Background: an optimization exercise with open tools, aiming at small area. Do not read the settings as production practice. Function was checked by simulation only, so behaviour that the tests miss may differ from the original. No activity file was given, so power comes from the tool's default toggle rates.

// vlt
module vlt (
    input clock
  , input reset
  , input important
  , input [8:0] opcode
  , input [9:0] start_ts
  , input [9:0] end_ts
  , input [11:0] prev_vbits
  , output [3:0] iq_shift1
  , output [3:0] iq_shift2
  , output iq_shift1_v
  , output iq_shift2_v
  , output [17:0] iq_vbits
  , output [3:0] rob_shift1
  , output [3:0] rob_shift2
  , output rob_shift1_v
  , output rob_shift2_v
  , output [17:0] rob_vbits
  , output [3:0] lq_shift1
  , output [3:0] lq_shift2
  , output lq_shift1_v
  , output lq_shift2_v
  , output [17:0] lq_vbits
  , output [3:0] sq_shift1
  , output [3:0] sq_shift2
  , output sq_shift1_v
  , output sq_shift2_v
  , output [17:0] sq_vbits
  , output [3:0] instbuff_shift1
  , output [3:0] instbuff_shift2
  , output instbuff_shift1_v
  , output instbuff_shift2_v
  , output [17:0] instbuff_vbits
  , input [11:0] total_qvbits0
  , input [11:0] total_qvbits1
  , input [11:0] total_qvbits2
  , input [11:0] total_qvbits3
  , input [9:0] rf_vbits_adj
  , input rf_vbits_adj_mode
  , input [11:0] total_sq_vbits
  , input [31:0] rf_live_vector
  , input [31:0] rf_kill_vector
  , output [19:0] total_svf
  , output [9:0] counter_iq
  , output [9:0] counter_rob
  , output [9:0] counter_lq
  , output [9:0] counter_sq
  , output [9:0] counter_instbuff
  );
export LEC_CHECK = 0
export ABC_AREA = 1
export CAP_MARGIN = 20
export CORE_MARGIN = 2
export CORE_UTILIZATION = 40
export PLACE_DENSITY = 0.6
export SLEW_MARGIN = 20
export SYNTH_HIERARCHICAL = 1
export SYNTH_MINIMUM_KEEP_SIZE = 0
create_clock -name core_clock -period 9.0 [get_ports {clock}]
standard.sh (not shown) runs the stock make flow with config.mk's settings and CLKGATE_MAP_FILE= SYNTH_SCRIPT=/design/flow/synth_recipe.tcl, a recipe that flattens the netlist after the stock synthesis.
==> flow/flow/run.sh <==
#!/bin/bash
# Own layout flow: the standard synthesis (standard.sh, unchanged), then the
# combinational cells between the standard synthesis's registers and adder cells are
# re-mapped by ABC for area (remap.tcl), then the standard layout steps.
# Port buffers use sky130_fd_sc_hd__buf_1.
# Logs: synth.log (standard synthesis), remap.log (yosys/ABC re-map), standard.log (the
# layout steps); each ORFS step also keeps its own log under orfs/logs/.
set -euo pipefail
HERE=$(pwd)
R=$HERE/orfs/results/sky130hd/vlt/base
export BUFFER_PORTS_ARGS="-buffer_cell sky130_fd_sc_hd__buf_1"
export GPL_KEEP_OVERFLOW=0
bash standard.sh $R/1_2_yosys.v > synth.log 2>&1
cp $R/1_2_yosys.v std_1_2_yosys.v
YOSYS=$FLOW_HOME/../tools/install/yosys/bin/yosys
[ -x "$YOSYS" ] || YOSYS=yosys
LIB=$FLOW_HOME/platforms/sky130hd/lib/sky130_fd_sc_hd__tt_025C_1v80.lib
DU=$(grep -o -- "-dont_use [^ ]*" $HERE/orfs/logs/sky130hd/vlt/base/1_2_yosys.log | sort -u | tr '\n' ' ')
printf 'strash\ndch -f\nmap -a\namap\ntopo\nbuffer -c\nupsize -c\ndnsize -c\n' > area.abc
cat > remap.ys <<Y
read_liberty -ignore_miss_func $LIB
read_verilog std_1_2_yosys.v
hierarchy -top $FLOW_TOP
select -module $FLOW_TOP -list
Y
KEEP=$(grep -o "sky130_fd_sc_hd__[a-z0-9_]*" std_1_2_yosys.v | sort -u | grep -E "__(fa|ha|df|sdf|edf|dl|conb)" | tr '\n' ' ')
cat > remap.ys <<Y
read_liberty -ignore_miss_func $LIB
read_verilog std_1_2_yosys.v
hierarchy -top $FLOW_TOP
setattr -mod -set keep_hierarchy 1 $KEEP
flatten
blackbox $KEEP
delete t:\$scopeinfo
opt_clean -purge
tee -o remap_before.txt stat -liberty $LIB
abc -script area.abc -liberty $LIB $DU -constr $HERE/orfs/objects/sky130hd/vlt/base/abc.constr -D 9000
opt_clean -purge
splitnets
opt_clean -purge
hilomap -singleton -hicell sky130_fd_sc_hd__conb_1 HI -locell sky130_fd_sc_hd__conb_1 LO
insbuf -buf sky130_fd_sc_hd__buf_4 A X
opt_clean -purge
tee -o remap_after.txt stat -liberty $LIB
write_verilog -noattr -nohex -nodec -noexpr remap_1_2_yosys.v
Y
$YOSYS -l remap.log -q remap.ys > /dev/null 2>&1
grep -q "^module $FLOW_TOP" remap_1_2_yosys.v
cp remap_1_2_yosys.v $R/1_2_yosys.v
touch $R/1_2_yosys.v
bash standard.sh > standard.log 2>&1
The first run ran to the end with no violations.
Change:
==> flow/run.sh (new file) <==
#!/bin/bash
# synth_recipe.tcl (not shown) runs the flow's synth.tcl, then flattens the netlist and writes it again
# the make line also repeats each setting of config.mk as NAME=value (left out here)
make -C /OpenROAD-flow-scripts/flow DESIGN_CONFIG=/design/flow/config.mk WORK_HOME=/design/flow/orfs CLKGATE_MAP_FILE= SYNTH_SCRIPT=/design/flow/synth_recipe.tcl finish
removed: flow/flow/run.sh
removed: flow/standard.sh
The new run went through all stages and came out clean.
Hold slack gets worse by 0.013 ns.
Wire length rises by roughly a tenth.
Worst setup slack gets better by 0.014 ns.
Cell count rises by about a fifth.
Maximum frequency barely changes.
Cell area rises by a quarter to a third.
Power rises by about a fifth.
Synthesized area rises by a few percent.
Synthesized cell count rises by about a fifth.
Via count rises by a little under a tenth.
Global-route usage rises by 1.6 points.
Change:
==> flow/flow/run.sh (new file) <==
#!/bin/bash
# Own layout flow: the standard synthesis (standard.sh, unchanged), then the
# combinational cells between the standard synthesis's registers and adder cells are
# re-mapped by ABC for area (remap.tcl), then the standard layout steps.
# Port buffers use sky130_fd_sc_hd__buf_1.
# Logs: synth.log (standard synthesis), remap.log (yosys/ABC re-map), standard.log (the
# layout steps); each ORFS step also keeps its own log under orfs/logs/.
set -euo pipefail
HERE=$(pwd)
R=$HERE/orfs/results/sky130hd/vlt/base
export BUFFER_PORTS_ARGS="-buffer_cell sky130_fd_sc_hd__buf_1"
bash standard.sh $R/1_2_yosys.v > synth.log 2>&1
cp $R/1_2_yosys.v std_1_2_yosys.v
YOSYS=$FLOW_HOME/../tools/install/yosys/bin/yosys
[ -x "$YOSYS" ] || YOSYS=yosys
LIB=$FLOW_HOME/platforms/sky130hd/lib/sky130_fd_sc_hd__tt_025C_1v80.lib
DU=$(grep -o -- "-dont_use [^ ]*" $HERE/orfs/logs/sky130hd/vlt/base/1_2_yosys.log | sort -u | tr '\n' ' ')
printf 'strash\ndch -f\nmap -a\namap\ntopo\nupsize -c\ndnsize -c\n' > area.abc
cat > remap.ys <<Y
read_liberty -ignore_miss_func $LIB
read_verilog std_1_2_yosys.v
hierarchy -top $FLOW_TOP
select -module $FLOW_TOP -list
Y
KEEP=$(grep -o "sky130_fd_sc_hd__[a-z0-9_]*" std_1_2_yosys.v | sort -u | grep -E "__(fa|ha|df|sdf|edf|dl|conb)" | tr '\n' ' ')
cat > remap.ys <<Y
read_liberty -ignore_miss_func $LIB
read_verilog std_1_2_yosys.v
hierarchy -top $FLOW_TOP
setattr -mod -set keep_hierarchy 1 $KEEP
flatten
blackbox $KEEP
delete t:\$scopeinfo
opt_clean -purge
tee -o remap_before.txt stat -liberty $LIB
abc -script area.abc -liberty $LIB $DU -constr $HERE/orfs/objects/sky130hd/vlt/base/abc.constr -D 9000
opt_clean -purge
splitnets
opt_clean -purge
hilomap -singleton -hicell sky130_fd_sc_hd__conb_1 HI -locell sky130_fd_sc_hd__conb_1 LO
insbuf -buf sky130_fd_sc_hd__buf_4 A X
opt_clean -purge
tee -o remap_after.txt stat -liberty $LIB
write_verilog -noattr -nohex -nodec -noexpr remap_1_2_yosys.v
Y
$YOSYS -l remap.log -q remap.ys > /dev/null 2>&1
grep -q "^module $FLOW_TOP" remap_1_2_yosys.v
cp remap_1_2_yosys.v $R/1_2_yosys.v
touch $R/1_2_yosys.v
bash standard.sh > standard.log 2>&1
==> flow/standard.sh (new file) <==
#!/bin/bash
# synth_recipe.tcl (not shown) runs the flow's synth.tcl, then flattens the netlist and writes it again
# the make line also repeats each setting of config.mk as NAME=value (left out here)
make -C /OpenROAD-flow-scripts/flow DESIGN_CONFIG=/design/flow/config.mk WORK_HOME=/design/flow/orfs CLKGATE_MAP_FILE= SYNTH_SCRIPT=/design/flow/synth_recipe.tcl "${@:-finish}"
removed: flow/run.sh
Effect: Setup slack improved by 0.061 ns; sequential power stays flat; clock power climbs by about 2%.

vlt, a different RTL version from the one above (not shown whole).
Size: about 1300 cells after synthesis, ~12000 sq um of cells after synthesis.
==> flow/config.mk <==
export PLATFORM = sky130hd
export DESIGN_NAME = vlt
export DESIGN_NICKNAME = vlt
export VERILOG_FILES = /design/flow/design.v
export SDC_FILE = /design/flow/constraint.sdc
export NUM_CORES = 4
export LEC_CHECK = 0
export ABC_AREA = 1
export CAP_MARGIN = 20
export CORE_MARGIN = 2
export CORE_UTILIZATION = 55
export PLACE_DENSITY = 0.7
export SLEW_MARGIN = 20
export SYNTH_HIERARCHICAL = 1
export SYNTH_MINIMUM_KEEP_SIZE = 0
==> flow/constraint.sdc <==
create_clock -name core_clock -period 9.0 [get_ports {clock}]
set_input_delay 1.8000 -clock core_clock [delete_from_list [all_inputs] [get_ports {clock}]]
set_output_delay 1.8000 -clock core_clock [all_outputs]
set_load 0.01 [all_outputs]
==> flow/flow/run.sh <==
#!/bin/bash
# Own layout flow: the standard synthesis (standard.sh, unchanged), then the
# combinational cells between the standard synthesis's registers and adder cells are
# re-mapped by ABC for area (remap.tcl), then the standard layout steps.
# Port buffers use sky130_fd_sc_hd__buf_1.
# Logs: synth.log (standard synthesis), remap.log (yosys/ABC re-map), standard.log (the
# layout steps); each ORFS step also keeps its own log under orfs/logs/.
set -euo pipefail
HERE=$(pwd)
R=$HERE/orfs/results/sky130hd/vlt/base
export BUFFER_PORTS_ARGS="-buffer_cell sky130_fd_sc_hd__buf_1"
bash standard.sh $R/1_2_yosys.v > synth.log 2>&1
cp $R/1_2_yosys.v std_1_2_yosys.v
YOSYS=$FLOW_HOME/../tools/install/yosys/bin/yosys
[ -x "$YOSYS" ] || YOSYS=yosys
LIB=$FLOW_HOME/platforms/sky130hd/lib/sky130_fd_sc_hd__tt_025C_1v80.lib
DU=$(grep -o -- "-dont_use [^ ]*" $HERE/orfs/logs/sky130hd/vlt/base/1_2_yosys.log | sort -u | tr '\n' ' ')
printf 'strash\ndch -f\nmap -a\namap\ntopo\nbuffer -c\nupsize -c\ndnsize -c\n' > area.abc
cat > remap.ys <<Y
read_liberty -ignore_miss_func $LIB
read_verilog std_1_2_yosys.v
hierarchy -top $FLOW_TOP
select -module $FLOW_TOP -list
Y
KEEP=$(grep -o "sky130_fd_sc_hd__[a-z0-9_]*" std_1_2_yosys.v | sort -u | grep -E "__(fa|ha|df|sdf|edf|dl|conb)" | tr '\n' ' ')
cat > remap.ys <<Y
read_liberty -ignore_miss_func $LIB
read_verilog std_1_2_yosys.v
hierarchy -top $FLOW_TOP
setattr -mod -set keep_hierarchy 1 $KEEP
flatten
blackbox $KEEP
delete t:\$scopeinfo
opt_clean -purge
tee -o remap_before.txt stat -liberty $LIB
abc -script area.abc -liberty $LIB $DU -constr $HERE/orfs/objects/sky130hd/vlt/base/abc.constr -D 9000
opt_clean -purge
splitnets
opt_clean -purge
hilomap -singleton -hicell sky130_fd_sc_hd__conb_1 HI -locell sky130_fd_sc_hd__conb_1 LO
insbuf -buf sky130_fd_sc_hd__buf_4 A X
opt_clean -purge
tee -o remap_after.txt stat -liberty $LIB
write_verilog -noattr -nohex -nodec -noexpr remap_1_2_yosys.v
Y
$YOSYS -l remap.log -q remap.ys > /dev/null 2>&1
grep -q "^module $FLOW_TOP" remap_1_2_yosys.v
cp remap_1_2_yosys.v $R/1_2_yosys.v
touch $R/1_2_yosys.v
bash standard.sh > standard.log 2>&1
The starting point finished with timing, DRC and antenna clean.
==> next run, changes <==
--- a/flow/config.mk
+++ b/flow/config.mk
@@ -9,6 +9,6 @@
 export CAP_MARGIN = 20
 export CORE_MARGIN = 2
-export CORE_UTILIZATION = 55
-export PLACE_DENSITY = 0.7
+export CORE_UTILIZATION = 40
+export PLACE_DENSITY = 0.6
 export SLEW_MARGIN = 20
 export SYNTH_HIERARCHICAL = 1
What happened: Synthesized cell count is unchanged; hold slack is worse by 0.012 ns; total power shrinks by a few percent; register-to-register slack is worse by 0.10 ns.
==> next run, changes <==
--- a/flow/config.mk
+++ b/flow/config.mk
@@ -10,4 +10,5 @@
 export CORE_MARGIN = 2
 export CORE_UTILIZATION = 40
+export CTS_BUF_LIST = sky130_fd_sc_hd__clkbuf_8
 export PLACE_DENSITY = 0.6
 export SLEW_MARGIN = 20
Result: Sequential share of layout area increases by 0.11 points. Wire length stays flat. Final area decreases by 0.63%. Worst hold slack gets better by 0.0091 ns. Power decreases by 3.0%. Via count increases by 0.71%. Clock-buffer cell count does not change.
==> next run, changes <==
--- a/flow/config.mk
+++ b/flow/config.mk
@@ -10,5 +10,5 @@
 export CORE_MARGIN = 2
 export CORE_UTILIZATION = 40
-export CTS_BUF_LIST = sky130_fd_sc_hd__clkbuf_8
+export CTS_CLUSTER_SIZE = 25
 export PLACE_DENSITY = 0.6
 export SLEW_MARGIN = 20
=>
- The changed run ran to the end with no violations
- setup slack loses 0.054 ns
- utilization goes up by 0.28 points
- clock skew goes down by 0.0054 ns
- combinational power hardly moves
- design area goes up by 0.64%

==> port drivers added, routing unchanged <==
The flow's constraints put no driver on any port. The routed layouts listed below were extracted and timed again, unchanged, in two steps.
Step 1: set_driving_cell puts a clkbuf_16 on clock and a buf_2 on each other input, an assumption about the parent block.
Step 2 adds t to the input delays and takes it off the output delays; t is the mean of the earliest and latest rising clock arrival at the registers after step 1. Input paths then give back, and output paths get back, about the clock's delay inside the block.
Slacks: ideal ports / drivers / drivers and shift; pairs: ideal ports / drivers.
run | t, ns | setup slack, ns | latest minus earliest clock arrival (ns) | worst slew at a driven data input, ns | pins driven straight from the clock port
the first run of note 1 | 0.393 | 0.249 / 0.202 / -0.085 | 0.021 / 0.021 | 0.07 | 1
the second run of note 1 | 0.412 | 0.263 / 0.213 / -0.120 | 0.014 / 0.014 | 0.08 | 1
the third run of note 1 | 0.408 | 0.325 / 0.278 / -0.015 | 0.021 / 0.021 | 0.06 | 1
the first run of note 2 | 0.398 | 0.227 / 0.223 / -0.145 | 0.016 / 0.017 | 0.11 | 1
the second run of note 2 | 0.396 | 0.204 / 0.159 / -0.127 | 0.014 / 0.014 | 0.08 | 1
the third run of note 2 | 0.418 | 0.259 / 0.236 / -0.139 | 0.019 / 0.019 | 0.07 | 1
the fourth run of note 2 | 0.396 | 0.204 / 0.159 / -0.127 | 0.014 / 0.014 | 0.08 | 1
Met with ideal ports but missed after step 2: setup timing in every run listed. The setup slack of the third run of note 2, which loses most, moves by -0.023 ns with the drivers and by -0.398 ns with both steps.
